What follows belongs to an exercise in optimizing a design on an open flow for small area, a short achievable clock period and few clock cycles; a production flow would make more cautious choices. RTL that was checked went through simulation tests only; none was proved equivalent to the original.

// rs_decoder
module rs_decoder(
      input clk,
      input rst_n,
      input din_val,
      input din_sop,
      input din_eop,
      input [7:0] din,
      output [7:0] el1,
      output [7:0] el2,
      output [7:0] el3,
      output [7:0] el4,
      output [7:0] ev1,
      output [7:0] ev2,
      output [7:0] ev3,
      output [7:0] ev4,
      output [2:0] error_num,
      output dec_done,
      output dec_fail,
      output busy
      );
Size: roughly 4,300 cells after synthesis, roughly 28,000 µm² of cells after synthesis.
clock: 11.0 ns
lec_check: 0
abc_area: 1
cap_margin: 20
core_margin: 2
core_utilization: 40
place_density: 0.6
slew_margin: 20
standard.sh (not shown) runs the stock make flow with config.mk's settings and CLKGATE_MAP_FILE= SYNTH_SCRIPT=/design/flow/synth_recipe.tcl, a recipe that flattens the netlist after the stock synthesis.
==> flow/flow/run.sh <==
#!/bin/bash
set -euo pipefail
extra=""
while IFS= read -r line; do
  [[ -z "$line" ]] && continue
  extra+="$(printf '%q' "$line") "
done < flow/knobs.txt
awk -v extra="$extra" '{ i = index($0, "\"${@:-finish}\""); if (i > 0) $0 = substr($0, 1, i - 1) extra substr($0, i); print }' standard.sh > standard_knobs.sh
grep -q "SETUP_SLACK_MARGIN" standard_knobs.sh
bash standard_knobs.sh > flow_make.log 2>&1
==> flow/flow/knobs.txt <==
SETUP_SLACK_MARGIN=7
BUFFER_PORTS_ARGS=-buffer_cell sky130_fd_sc_hd__buf_4
Edit:
--- a/flow/design.v
+++ b/flow/design.v
@@ -4,21 +4,21 @@
       output [7:0] z
       );
 reg [14:0] c;
 integer i, j;
 always @* begin
   c = 15'd0;
   for (i = 0; i < 8; i = i + 1)
     for (j = 0; j < 8; j = j + 1)
       c[i+j] = c[i+j] ^ (a[i] & b[j]);
   for (i = 14; i >= 8; i = i - 1)
-    if (c[i]) c = c ^ (15'h11d << (i - 8));
+    c = c ^ ({15{c[i]}} & (15'h11d << (i - 8)));
 end
 assign z = c[7:0];
 endmodule
 module gf256inv_s1(input [7:0] a, output [11:0] p);
   wire [7:0] c;
   assign c[0] = a[0] ^ a[1] ^ a[2] ^ a[3] ^ a[4] ^ a[6] ^ a[7];
   assign c[1] = a[2] ^ a[3] ^ a[6] ^ a[7];
   assign c[2] = a[2] ^ a[4] ^ a[6];
   assign c[3] = a[3] ^ a[4] ^ a[5] ^ a[6];
   assign c[4] = a[4] ^ a[7];
@@ -109,21 +109,21 @@
 localparam P = 4;                
 function [7:0] gmul(input [7:0] a, input [7:0] b);
   reg [14:0] c;
   integer i, j;
   begin
     c = 15'd0;
     for (i = 0; i < 8; i = i + 1)
       for (j = 0; j < 8; j = j + 1)
         c[i+j] = c[i+j] ^ (a[i] & b[j]);
     for (i = 14; i >= 8; i = i - 1)
-      if (c[i]) c = c ^ (15'h11d << (i - 8));
+      c = c ^ ({15{c[i]}} & (15'h11d << (i - 8)));
     gmul = c[7:0];
   end
 endfunction
 function [7:0] apow(input integer e);
   integer i;
   reg [7:0] v;
   begin
     v = 8'h01;
     for (i = 0; i < e; i = i + 1)
       v = {v[6:0], 1'b0} ^ (v[7] ? 8'h1d : 8'h00);
=>
- cell count fell by about 4.7%
- design area stays flat
- die area fell by about 3.6%
- routed wire length fell by 3.3%
- worst setup slack degrades by 0.050 ns
- count of clock-buffer cells in the layout rose by 10
- clock skew rose by 0.044 ns
- core utilization rose by 1.7 points
- non-clock buffer count rose by 41
- global-route usage fell by 0.15 points
- synthesized cell count fell by about 6.4%
Testbench counts after the change, summed over its fixed seeds: cycles 126,409.
Only the layout flow was run in the first run of this note; the RTL was not checked for function there.

========
rs_decoder, a different RTL version from the one above (not shown whole).
Size: roughly 3,000 cells after synthesis, about 83 I/O pins.
clock: 11.0 ns
lec_check: 0
cap_margin: 20
core_margin: 2
core_utilization: 40
place_density: 0.6
setup_slack_margin: 5
slew_margin: 20
run.sh (not shown) runs the stock make flow with config.mk's settings and CLKGATE_MAP_FILE= SYNTH_SCRIPT=/design/flow/synth_recipe.tcl, a recipe that flattens the netlist after the stock synthesis.
Stock flow here: none of the scripts above is used.
The first run completed without violations.
Next try:
--- a/flow/design.v
+++ b/flow/design.v
@@ -150,75 +150,78 @@
 generate
   for (gi = 1; gi <= 4; gi = gi + 1) begin : lane
     assign la[gi] = use_d ? d : lam[gi];
     assign lb[gi] = sel_q ? q[gi] : sel_e ? evr[gi-1] : s[8 - gi];
     gf256mul mul(.a(la[gi]), .b(lb[gi]), .z(lz[gi]));
   end
 endgenerate
 wire [7:0] dsum = s[0] ^ (lz[1] & {8{mk[0]}}) ^ (lz[2] & {8{mk[1]}})
                        ^ (lz[3] & {8{mk[2]}}) ^ (lz[4] & {8{mk[3]}});
-wire [7:0] inv_a = st_bu ? d : fs[0] ? evr[0] : fs[1] ? evr[1] : fs[2] ? evr[2] : evr[3];
+wire [7:0] inv_a = st_bu ? d : evr[0];
 wire [7:0] inv_z;
 gf256inv u_inv(.a(inv_a), .z(inv_z));
 wire [7:0] ct   [0:4*P+P];     
 wire [7:0] codd [1:P];
 wire [7:0] cx   [1:P];
 wire [P:1] croot;
 generate
   for (gk = 1; gk <= P; gk = gk + 1) begin : cpt
     for (gj = 1; gj <= 4; gj = gj + 1) begin : cterm
       localparam [7:0] C = apow(gj * gk);
       assign ct[gj*P+gk] = gmul(lam[gj], C);
     end
-    localparam [7:0] CX = apow(gk);
-    assign codd[gk] = ct[1*P+gk] ^ ct[3*P+gk];
-    assign cx[gk]   = gmul(xb, CX);
-    assign croot[gk] = ((codd[gk] ^ 8'h01) == (ct[2*P+gk] ^ ct[4*P+gk])) &
+    localparam [7:0] CB1 = apow(255 + gk - P);
+    localparam [7:0] CB3 = apow(255 + 3 * (gk - P));
+    assign codd[gk] = gmul(lam[1], CB1) ^ gmul(lam[3], CB3);
+    assign cx[gk]   = gmul(xb, CB1);
+    assign croot[gk] = ((ct[1*P+gk] ^ ct[3*P+gk] ^ 8'h01) == (ct[2*P+gk] ^ ct[4*P+gk])) &
                        ({1'b0, base} + gk - 1 <= 9'd254);
   end
 endgenerate
 wire [P:1] rrem = rootr & ~mask;
 reg [P:1] cfirst;
 reg [7:0] cpos, cxv, codv;
 integer pk;
 always @* begin
   cfirst = {P{1'b0}};
   cpos = 8'h00; cxv = 8'h00; codv = 8'h00;
   for (pk = P; pk >= 1; pk = pk - 1)
     if (rrem[pk]) begin
       cfirst = {P{1'b0}};
       cfirst[pk] = 1'b1;
-      cpos = base + pk - 1;
+      cpos = base - P + pk - 1;
       cxv = cx[pk];
       codv = codd[pk];
     end
 end
 wire c_any  = |croot;
 wire c_more = |(rrem & ~cfirst);
 wire c_all  = ({1'b0, cnt} + 4'd1 == L);
 wire c_last = ({1'b0, base} + P > 9'd254);
-wire advance = (st_sc & ~c_any) | (st_rc & ~c_all & ~c_more);
+wire advance = st_sc;
+reg  lastr;           
 localparam [7:0] CXP = apow(P);
 wire szero = ~|{s[0], s[1], s[2], s[3], s[4], s[5], s[6], s[7]};
 wire dnz   = |d;
 wire swap  = dnz & ({L, 1'b0} < {1'b0, r});    
 wire start = din_val & din_eop;
 always @(posedge clk or negedge rst_n)
 if (!rst_n) begin
   st_bd <= 1'b0; st_bu <= 1'b0; st_bs <= 1'b0; st_om <= 1'b0;
   st_sc <= 1'b0; st_rc <= 1'b0; st_fn <= 1'b0;
   fs     <= 5'd0;
   r      <= 4'd0;
   mk     <= 4'd0;
   L      <= 4'd0;
   cnt    <= 3'd0;
   base   <= 8'd0;
   rootr  <= {P{1'b0}};
+  lastr  <= 1'b0;
   mask   <= {P{1'b0}};
   done_r <= 1'b0;
   fail_r <= 1'b0;
 end else begin
   done_r <= 1'b0;
   fs     <= {fs[3:0], 1'b0};
   if (start) begin
     st_bd <= 1'b1; st_bu <= 1'b0; st_bs <= 1'b0; st_om <= 1'b0;
     st_sc <= 1'b0; st_rc <= 1'b0; st_fn <= 1'b0;
@@ -271,43 +274,44 @@
       if (L > 4'd4 || L == 4'd0) begin
         done_r <= 1'b1;
         fail_r <= 1'b1;
       end else
         st_sc <= 1'b1;
     end
   end
   if (st_sc) begin
     rootr <= croot;
+    lastr <= c_last;
     mask  <= {P{1'b0}};
+    base  <= base + P;
     if (c_any) begin
       st_sc <= 1'b0;
       st_rc <= 1'b1;
+    end else if (c_last) begin
+      st_sc  <= 1'b0;
+      done_r <= 1'b1;
+      fail_r <= 1'b1;
     end
   end
   if (st_rc) begin
     cnt  <= cnt + 3'd1;
     mask <= mask | cfirst;
     if (c_all) begin
       st_rc <= 1'b0;
       st_fn <= 1'b1;
       fs    <= 5'd1;
     end else if (!c_more) begin
       st_rc <= 1'b0;
-      st_sc <= 1'b1;
-    end
-  end
-  if (advance) begin
-    base <= base + P;
-    if (c_last) begin
-      st_sc  <= 1'b0;
-      st_rc  <= 1'b0;
-      done_r <= 1'b1;
-      fail_r <= 1'b1;
+      if (lastr) begin
+        done_r <= 1'b1;
+        fail_r <= 1'b1;
+      end else
+        st_sc <= 1'b1;
     end
   end
   if (fs[4]) begin
     st_fn  <= 1'b0;
     done_r <= 1'b1;
     fail_r <= 1'b0;
   end
 end
 wire rot = (st_bd & ~(r == 4'd0 && szero)) | (st_om & (r != 4'd3));
@@ -363,18 +367,17 @@
   if (st_bd) d <= dsum;
   if (st_bu) d <= inv_z;
   if (st_om && r == 4'd3) d <= dsum;
 end
 integer ei;
 always @(posedge clk) begin
   if (st_om) xb <= 8'h01;
   if (advance) xb <= gmul(xb, CXP);
   if (st_rc) evr[cnt[1:0]] <= codv;
-  if (fs[0]) evr[0] <= inv_z;
-  if (fs[1]) evr[1] <= inv_z;
-  if (fs[2]) evr[2] <= inv_z;
-  if (fs[3]) evr[3] <= inv_z;
+  if (fs[0] | fs[1] | fs[2] | fs[3]) begin
+    evr[0] <= evr[1]; evr[1] <= evr[2]; evr[2] <= evr[3]; evr[3] <= inv_z;
+  end
   if (fs[4]) begin
     for (ei = 0; ei < 4; ei = ei + 1) evr[ei] <= lz[ei+1];
   end
 end
 endmodule
The changed run finished with timing, DRC and antenna clean. Design area fell slightly. Die area rises slightly. Hold slack got worse by 31 ps. Count of clock-buffer cells in the layout came out lower by 3. Setup slack is better by 130 ps. Area after synthesis grows slightly. Routed wire length falls by a few percent. Utilization is lower by 1.1 points. Final cell count went down slightly.
No run of this note included a check of the RTL's function; only the layout flow was run.

re-timing with driven ports:
How much do the figures lean on ideal ports? The routed layouts below were timed once more, with nothing changed but the port constraints.
Step 1 assumes that a clkbuf_16 drives the clock port and a buf_2 every other input.
Step 2 times the ports against the registers' clock, not the clock port: input delays grow and output delays shrink by t, the midpoint of the rising clock arrivals with the driver on.
Three values: ideal ports, drivers, drivers and shift; two values: the first two.
run | shift t [ns] | setup slack, ns | clock arrival spread, ns
the first run of note 1 | 0.653 | 7.096 / 7.096 / 6.758 | 0.021 / 0.020
the second run of note 1 | 0.675 | 7.046 / 7.019 / 6.909 | 0.065 / 0.065
the first run of note 2 | 0.627 | 5.035 / 5.035 / 5.035 | 0.025 / 0.026
the second run of note 2 | 0.639 | 5.169 / 5.169 / 5.169 | 0.035 / 0.035
After both steps setup and hold are still met in every run listed. The setup slack of the first run of note 1, which loses most, moves by 0.000 ns with the drivers and by -0.338 ns with both steps.
